Background: an optimization exercise with open tools, aiming at small area and a short achievable clock period. Do not read the settings as production practice.
Where RTL was checked, it was by simulation tests only, not by an equivalence proof against the original.

==> juniper <==
==> flow/design.v <==
module rgb_hsv (
    input            clk,
    input            rst,
    input      [7:0] rgb_r,
    input      [7:0] rgb_g,
    input      [7:0] rgb_b,
    output reg [8:0] hsv_h,
    output reg [7:0] hsv_s,
    output reg [7:0] hsv_v
);
parameter KH = 3;    
parameter KS = 4;    
reg [7:0] r1, g1, b1;
always @(posedge clk or negedge rst)
    if (!rst) begin
        r1 <= 8'd0; g1 <= 8'd0; b1 <= 8'd0;
    end else begin
        r1 <= rgb_r; g1 <= rgb_g; b1 <= rgb_b;
    end
wire c_rg = r1 > g1;
wire c_rb = r1 > b1;
wire c_gb = g1 > b1;
reg [7:0] mx, mn, md;
always @(*) begin
    if (c_rg & c_rb)       mx = r1;
    else if (!c_rg & c_gb) mx = g1;
    else                   mx = b1;
    if (!c_rg & !c_rb)     mn = r1;
    else if (c_rb & c_gb)  mn = b1;
    else                   mn = g1;
    if (c_rg ^ c_rb)       md = r1;    
    else if (c_rg ^ c_gb)  md = b1;    
    else                   md = g1;    
end
wire [7:0]  mm  = mx - mn;
wire [7:0]  x   = md - mn;
wire [13:0] n60 = {x, 6'd0} - {x, 2'd0};
reg [8:0] ph;
reg [7:0] ph2;
reg [KH-1:0] qh2;
integer i;
always @(*) begin
    ph = {1'b0, n60[13:6]};
    for (i = 5; i >= 6 - KH; i = i - 1) begin
        ph = {ph[7:0], n60[i]};
        if (ph >= {1'b0, mm}) begin
            ph = ph - {1'b0, mm};
            qh2[i - 6 + KH] = 1'b1;
        end else
            qh2[i - 6 + KH] = 1'b0;
    end
    ph2 = ph[7:0];
end
reg [8:0] ps;
reg [7:0] ps2;
reg [KS-1:0] qs2;
integer j;
always @(*) begin
    ps = {1'b0, mm};
    for (j = 7; j >= 8 - KS; j = j - 1) begin
        ps = {ps[7:0], 1'b0};
        if (ps >= {1'b0, mx}) begin
            ps = ps - {1'b0, mx};
            qs2[j - 8 + KS] = 1'b1;
        end else
            qs2[j - 8 + KS] = 1'b0;
    end
    ps2 = ps[7:0];
end
reg [7:0]    mm_2, mx_2, ph_2, ps_2;
reg [KH-1:0] qh_2;
reg [KS-1:0] qs_2;
reg [5-KH:2] nl_2;
reg [2:0]    sec_2;
reg          mz_2;
always @(posedge clk or negedge rst)
    if (!rst) begin
        mm_2 <= 8'd0; mx_2 <= 8'd0; ph_2 <= 8'd0; ps_2 <= 8'd0;
        qh_2 <= {KH{1'b0}}; qs_2 <= {KS{1'b0}}; nl_2 <= 0;
        sec_2 <= 3'd0; mz_2 <= 1'b1;
    end else begin
        mm_2 <= mm; mx_2 <= mx; ph_2 <= ph2; ps_2 <= ps2;
        qh_2 <= qh2; qs_2 <= qs2; nl_2 <= n60[5-KH:2];
        sec_2 <= {c_rg, c_rb, c_gb}; mz_2 <= (mn == 8'd0);
    end
reg [8:0] th;
reg [5:0] qh;
integer k;
always @(*) begin
    th = {1'b0, ph_2};
    qh = {qh_2, {(6-KH){1'b0}}};
    for (k = 5 - KH; k >= 0; k = k - 1) begin
        th = {th[7:0], (k >= 2) ? nl_2[k] : 1'b0};
        if (th >= {1'b0, mm_2}) begin
            th = th - {1'b0, mm_2};
            qh[k] = 1'b1;
        end
    end
end
reg [8:0] ts;
reg [7:0] qs;
integer l;
always @(*) begin
    ts = {1'b0, ps_2};
    qs = {qs_2, {(8-KS){1'b0}}};
    for (l = 7 - KS; l >= 0; l = l - 1) begin
        ts = {ts[7:0], 1'b0};
        if (ts >= {1'b0, mx_2}) begin
            ts = ts - {1'b0, mx_2};
            qs[l] = 1'b1;
        end
    end
end
wire       neg = ~(^sec_2);
reg  [8:0] base;
always @(*)
    case (sec_2)
        3'b000, 3'b100: base = 9'd240;
        3'b001, 3'b011: base = 9'd120;
        3'b110:         base = 9'd360;
        default:        base = 9'd0;
    endcase
wire [8:0] h3 = (mm_2 == 8'd0) ? 9'd0 : neg ? base - {3'd0, qh} : base + {3'd0, qh};
wire [7:0] s3 = mz_2 ? ((mx_2 == 8'd0) ? 8'd0 : 8'd255) : qs;
always @(posedge clk or negedge rst)
    if (!rst) begin
        hsv_h <= 9'd0; hsv_s <= 8'd0; hsv_v <= 8'd0;
    end else begin
        hsv_h <= h3; hsv_s <= s3; hsv_v <= mx_2;
    end
endmodule
module HSVComparator (
    input            clk,
    input      [8:0] hsv_get_h,
    input      [7:0] hsv_get_s,
    input      [7:0] hsv_get_v,
    input      [8:0] hsv_set_h,
    input      [7:0] hsv_set_s,
    input      [7:0] hsv_set_v,
    input      [2:0] threshold_level,
    output reg [1:0] similar_flag    
);
wire [9:0] dh  = {1'b0, hsv_get_h} - {1'b0, hsv_set_h};
wire [8:0] adh = dh[9] ? -dh[8:0] : dh[8:0];
wire [8:0] ds  = {1'b0, hsv_get_s} - {1'b0, hsv_set_s};
wire [7:0] ads = ds[8] ? -ds[7:0] : ds[7:0];
wire [8:0] dv  = {1'b0, hsv_get_v} - {1'b0, hsv_set_v};
wire [7:0] adv = dv[8] ? -dv[7:0] : dv[7:0];
reg [8:0] th;
reg [7:0] ts;
reg       ok;
always @(*) begin
    ok = 1'b1;
    th = 9'd0; ts = 8'd0;
    case (threshold_level)
        3'b000: begin th = 9'd60; ts = 8'd32; end
        3'b001: begin th = 9'd15; ts = 8'd8;  end
        3'b010: begin th = 9'd10; ts = 8'd5;  end
        3'b111: begin th = 9'd5;  ts = 8'd3;  end
        default: ok = 1'b0;
    endcase
end
wire hit_h = (adh <= th) | (adh >= 9'd360 - th);
wire hit   = ok & hit_h & (ads <= ts) & (adv <= ts);
wire unset = ~|{hsv_set_h, hsv_set_s, hsv_set_v};
always @(posedge clk)
    similar_flag <= unset ? 2'b10 : {1'b0, hit};
endmodule
module color_match (
    input  wire       clk,
    input  wire       rst_n,
    input  wire [7:0] get_r,
    input  wire [7:0] get_g,
    input  wire [7:0] get_b,
    input  wire [7:0] set_r,
    input  wire [7:0] set_g,
    input  wire [7:0] set_b,
    input  wire [2:0] threshold_level,
    output wire [8:0] get_h,
    output wire [7:0] get_s,
    output wire [7:0] get_v,
    output wire [8:0] set_h,
    output wire [7:0] set_s,
    output wire [7:0] set_v,
    output wire [1:0] similar_flag
);
    rgb_hsv rgb_hsv_get_inst (
        .clk   (clk),
        .rst   (rst_n),
        .rgb_r (get_r),
        .rgb_g (get_g),
        .rgb_b (get_b),
        .hsv_h (get_h),
        .hsv_s (get_s),
        .hsv_v (get_v)
    );
    rgb_hsv rgb_hsv_set_inst (
        .clk   (clk),
        .rst   (rst_n),
        .rgb_r (set_r),
        .rgb_g (set_g),
        .rgb_b (set_b),
        .hsv_h (set_h),
        .hsv_s (set_s),
        .hsv_v (set_v)
    );
    HSVComparator HSVComparator_inst (
        .clk             (clk),
        .hsv_get_h       (get_h),
        .hsv_get_s       (get_s),
        .hsv_get_v       (get_v),
        .hsv_set_h       (set_h),
        .hsv_set_s       (set_s),
        .hsv_set_v       (set_v),
        .threshold_level (threshold_level),
        .similar_flag    (similar_flag)
    );
endmodule
==> flow/run.sh <==
#!/bin/bash
# synth_recipe.tcl (not shown) runs the flow's synth.tcl, then flattens the netlist and writes it again
# the make line also repeats each setting of config.mk as NAME=value (left out here)
make -C /OpenROAD-flow-scripts/flow DESIGN_CONFIG=/design/flow/config.mk WORK_HOME=/design/flow/orfs CLKGATE_MAP_FILE= SYNTH_SCRIPT=/design/flow/synth_recipe.tcl finish
==> flow/config.mk <==
export PLATFORM = sky130hd
export DESIGN_NAME = color_match
export DESIGN_NICKNAME = color_match
export VERILOG_FILES = /design/flow/design.v
export SDC_FILE = /design/flow/constraint.sdc
export NUM_CORES = 4
export LEC_CHECK = 0
export CAP_MARGIN = 20
export CORE_MARGIN = 2
export CORE_UTILIZATION = 40
export PLACE_DENSITY = 0.6
export SLEW_MARGIN = 20
==> flow/constraint.sdc <==
create_clock -name core_clock -period 28.0 [get_ports {clk}]
set_input_delay 5.6000 -clock core_clock [delete_from_list [all_inputs] [get_ports {clk}]]
set_output_delay 5.6000 -clock core_clock [all_outputs]
set_load 0.01 [all_outputs]
==> inputs of fjord, as changes to juniper <==
==> flow/design.v, changed modules only <==
module rgb_hsv (
    input            clk,
    input            rst,
    input      [7:0] rgb_r,
    input      [7:0] rgb_g,
    input      [7:0] rgb_b,
    output reg [8:0] hsv_h,
    output reg [7:0] hsv_s,
    output reg [7:0] hsv_v
);
parameter KH = 2;    
parameter KS = 4;    
function gt8;
    input [7:0] a, b;
    reg         c;
    integer     i;
    begin
        c = 1'b0;
        for (i = 0; i < 8; i = i + 1)
            c = (a[i] & ~b[i]) | ((a[i] | ~b[i]) & c);
        gt8 = c;
    end
endfunction
function [11:0] add12;
    input [11:0] a, b;
    input        ci;
    reg   [12:0] c;
    reg   [11:0] g, t;
    integer      k;
    begin
        g = a & b;
        t = a | b;
        c[0] = ci;
        for (k = 0; k < 12; k = k + 2) begin
            c[k+1] = g[k] | (t[k] & c[k]);
            c[k+2] = g[k+1] | (t[k+1] & g[k]) | (t[k+1] & t[k] & c[k]);
        end
        add12 = a ^ b ^ c[11:0];
    end
endfunction
function [8:0] dstep;
    input [8:0] p;
    input [7:0] d;
    reg   [8:0] b;
    integer     i;
    begin
        b[0] = 1'b0;
        for (i = 0; i < 8; i = i + 1)
            b[i+1] = (~p[i] & d[i]) | ((~p[i] | d[i]) & b[i]);
        dstep[8]   = p[8] | ~b[8];
        dstep[7:0] = p[7:0] ^ ({8{dstep[8]}} & (d ^ b[7:0]));
    end
endfunction
reg [7:0] r1, g1, b1;
reg       c_rg, c_rb, c_gb;
always @(posedge clk or negedge rst)
    if (!rst) begin
        r1 <= 8'd0; g1 <= 8'd0; b1 <= 8'd0;
        c_rg <= 1'b0; c_rb <= 1'b0; c_gb <= 1'b0;
    end else begin
        r1 <= rgb_r; g1 <= rgb_g; b1 <= rgb_b;
        c_rg <= gt8(rgb_r, rgb_g);
        c_rb <= gt8(rgb_r, rgb_b);
        c_gb <= gt8(rgb_g, rgb_b);
    end
reg [7:0] mx, mn, md;
always @(*) begin
    if (c_rg & c_rb)       mx = r1;
    else if (!c_rg & c_gb) mx = g1;
    else                   mx = b1;
    if (!c_rg & !c_rb)     mn = r1;
    else if (c_rb & c_gb)  mn = b1;
    else                   mn = g1;
    if (c_rg ^ c_rb)       md = r1;    
    else if (c_rg ^ c_gb)  md = b1;    
    else                   md = g1;    
end
wire [11:0] mm12 = add12({4'd0, mx}, ~{4'd0, mn}, 1'b1);
wire [11:0] x12  = add12({4'd0, md}, ~{4'd0, mn}, 1'b1);
wire [7:0]  mm   = mm12[7:0];
wire [7:0]  x    = x12[7:0];
wire [11:0] x15  = add12({x, 4'd0}, ~{4'd0, x}, 1'b1);    
wire [13:0] n60  = {x15, 2'd0};
reg [8:0]    ph;
reg [KH-1:0] qh2;
integer i;
always @(*) begin
    ph = {1'b0, n60[13:6]};
    for (i = 5; i >= 6 - KH; i = i - 1) begin
        ph = dstep({ph[7:0], n60[i]}, mm);
        qh2[i - 6 + KH] = ph[8];
    end
end
reg [8:0]    ps;
reg [KS-1:0] qs2;
integer j;
always @(*) begin
    ps = {1'b0, mm};
    for (j = 7; j >= 8 - KS; j = j - 1) begin
        ps = dstep({ps[7:0], 1'b0}, mx);
        qs2[j - 8 + KS] = ps[8];
    end
end
reg [7:0]    mm_2, mx_2, ph_2, ps_2;
reg [KH-1:0] qh_2;
reg [KS-1:0] qs_2;
reg [5-KH:2] nl_2;
reg [2:0]    sec_2;
always @(posedge clk or negedge rst)
    if (!rst) begin
        mm_2 <= 8'd0; mx_2 <= 8'd0; ph_2 <= 8'd0; ps_2 <= 8'd0;
        qh_2 <= {KH{1'b0}}; qs_2 <= {KS{1'b0}}; nl_2 <= 0;
        sec_2 <= 3'd0;
    end else begin
        mm_2 <= mm; mx_2 <= mx; ph_2 <= ph[7:0]; ps_2 <= ps[7:0];
        qh_2 <= qh2; qs_2 <= qs2; nl_2 <= n60[5-KH:2];
        sec_2 <= {c_rg, c_rb, c_gb};
    end
reg [8:0] th;
reg [5:0] qh;
integer k;
always @(*) begin
    th = {1'b0, ph_2};
    qh = {qh_2, {(6-KH){1'b0}}};
    for (k = 5 - KH; k >= 0; k = k - 1) begin
        th = dstep({th[7:0], (k >= 2) ? nl_2[k] : 1'b0}, mm_2);
        qh[k] = th[8];
    end
end
reg [8:0] ts;
reg [7:0] qs;
integer l;
always @(*) begin
    ts = {1'b0, ps_2};
    qs = {qs_2, {(8-KS){1'b0}}};
    for (l = 7 - KS; l >= 0; l = l - 1) begin
        ts = dstep({ts[7:0], 1'b0}, mx_2);
        qs[l] = ts[8];
    end
end
wire       neg = ~(^sec_2);
reg  [8:0] base;
always @(*)
    case (sec_2)
        3'b000, 3'b100: base = 9'd240;
        3'b001, 3'b011: base = 9'd120;
        3'b110:         base = 9'd360;
        default:        base = 9'd0;
    endcase
wire       grey = ~|mm_2;
wire [11:0] hq12 = add12({3'd0, base}, {6'd0, qh} ^ {12{neg}}, neg);
wire [8:0] hq   = hq12[8:0];
wire [8:0] h3   = hq & {9{~grey}};
wire [7:0] s3   = qs & {8{|mx_2}};
always @(posedge clk or negedge rst)
    if (!rst) begin
        hsv_h <= 9'd0; hsv_s <= 8'd0; hsv_v <= 8'd0;
    end else begin
        hsv_h <= h3; hsv_s <= s3; hsv_v <= mx_2;
    end
endmodule
module HSVComparator (
    input            clk,
    input      [8:0] hsv_get_h,
    input      [7:0] hsv_get_s,
    input      [7:0] hsv_get_v,
    input      [8:0] hsv_set_h,
    input      [7:0] hsv_set_s,
    input      [7:0] hsv_set_v,
    input      [2:0] threshold_level,
    output reg [1:0] similar_flag    
);
function [9:0] sub9;
    input [8:0] a, b;
    reg         c;
    integer     i;
    begin
        c = 1'b0;
        for (i = 0; i < 9; i = i + 1) begin
            sub9[i] = a[i] ^ b[i] ^ c;
            c = (~a[i] & b[i]) | ((~a[i] | b[i]) & c);
        end
        sub9[9] = c;
    end
endfunction
wire [9:0] dh = sub9(hsv_get_h, hsv_set_h);
wire [9:0] ds = sub9({1'b0, hsv_get_s}, {1'b0, hsv_set_s});
wire [9:0] dv = sub9({1'b0, hsv_get_v}, {1'b0, hsv_set_v});
wire [8:0] ah = dh[8:0] ^ {9{dh[9]}};
wire [7:0] as = ds[7:0] ^ {8{ds[9]}};
wire [7:0] av = dv[7:0] ^ {8{dv[9]}};
wire       nh = dh[9], ns = ds[9], nv = dv[9];
function gt9;
    input [8:0] a, b;
    reg         c;
    integer     i;
    begin
        c = 1'b0;
        for (i = 0; i < 9; i = i + 1)
            c = (a[i] & ~b[i]) | ((a[i] | ~b[i]) & c);
        gt9 = c;
    end
endfunction
wire h0 = nh ? (~gt9(ah, 9'd59) | ~gt9(9'd299, ah)) : (~gt9(ah, 9'd60) | ~gt9(9'd300, ah));
wire h1 = nh ? (~gt9(ah, 9'd14) | ~gt9(9'd344, ah)) : (~gt9(ah, 9'd15) | ~gt9(9'd345, ah));
wire h2 = nh ? (~gt9(ah, 9'd9)  | ~gt9(9'd349, ah)) : (~gt9(ah, 9'd10) | ~gt9(9'd350, ah));
wire h3 = nh ? (~gt9(ah, 9'd4)  | ~gt9(9'd354, ah)) : (~gt9(ah, 9'd5)  | ~gt9(9'd355, ah));
wire s0 = ~gt9({1'b0, as}, ns ? 9'd31 : 9'd32);
wire s1 = ~gt9({1'b0, as}, ns ? 9'd7  : 9'd8);
wire s2 = ~gt9({1'b0, as}, ns ? 9'd4  : 9'd5);
wire s3 = ~gt9({1'b0, as}, ns ? 9'd2  : 9'd3);
wire v0 = ~gt9({1'b0, av}, nv ? 9'd31 : 9'd32);
wire v1 = ~gt9({1'b0, av}, nv ? 9'd7  : 9'd8);
wire v2 = ~gt9({1'b0, av}, nv ? 9'd4  : 9'd5);
wire v3 = ~gt9({1'b0, av}, nv ? 9'd2  : 9'd3);
reg hit;
always @(*)
    case (threshold_level)
        3'b000:  hit = h0 & s0 & v0;
        3'b001:  hit = h1 & s1 & v1;
        3'b010:  hit = h2 & s2 & v2;
        3'b111:  hit = h3 & s3 & v3;
        default: hit = 1'b0;
    endcase
wire unset = ~|hsv_set_v;
always @(posedge clk)
    similar_flag <= unset ? 2'b10 : {1'b0, hit};
endmodule
ABC_AREA = 1   (was unset)
==> qor summary <==
| metric | juniper | fjord |
|---|---|---|
| Status | no timing/DRC/antenna violations | no timing/DRC/antenna violations |
| Sequential share of cell area | 0.1859 | 0.2211 |
| Rows | 87 | 81 |
| Final net count | 3221 | 3129 |
| Synthesized area divided by synthesized cell count | 8.435 sq um | 6.901 sq um |
| Clock tree sinks | 188 | 192 |
| Start point of the critical path | rgb_hsv_get_inst.g1[3]$_DFF_PN0_ | rgb_hsv_set_inst.c_gb$_DFF_PN0_ |
| Routed wire length | 64780 um | 48250 um |
| Yosys top cell area share | 0.2023 | 0.2432 |
| Average wire per standard cell | 18.19 um | 13.58 um |
| Final critical-path setup slack | 13610 ps | 20360 ps |
No functional check of the RTL was part of fjord.

[re-timing with driven ports]
Ports are ideal in the flow. The routed layouts listed here were re-timed in OpenROAD.
Step 1, drivers: a clkbuf_16 drives clk and a buf_2 each remaining input, both assumed.
Step 2 adds t to the input delays and takes it off the output delays; t is the mean of the earliest and latest rising clock arrival at the registers after step 1. Input paths then give back, and output paths get back, about the clock's delay inside the block.
a / b / c = ideal ports / drivers / drivers and shift; a / b = the first two.
run	shift t [ns]	slack for setup (ns)	hold slack, ns	worst setup path at the end
juniper	0.536	13.610 / 13.610 / 13.610	0.387 / 0.387 / 0.387	register to register
fjord	0.533	20.362 / 20.362 / 20.320	0.401 / 0.401 / 0.401	input to register
After both steps setup and hold are still met in every run listed. The setup slack of fjord, which loses most, moves by 0.000 ns with the drivers and by -0.042 ns with both steps.
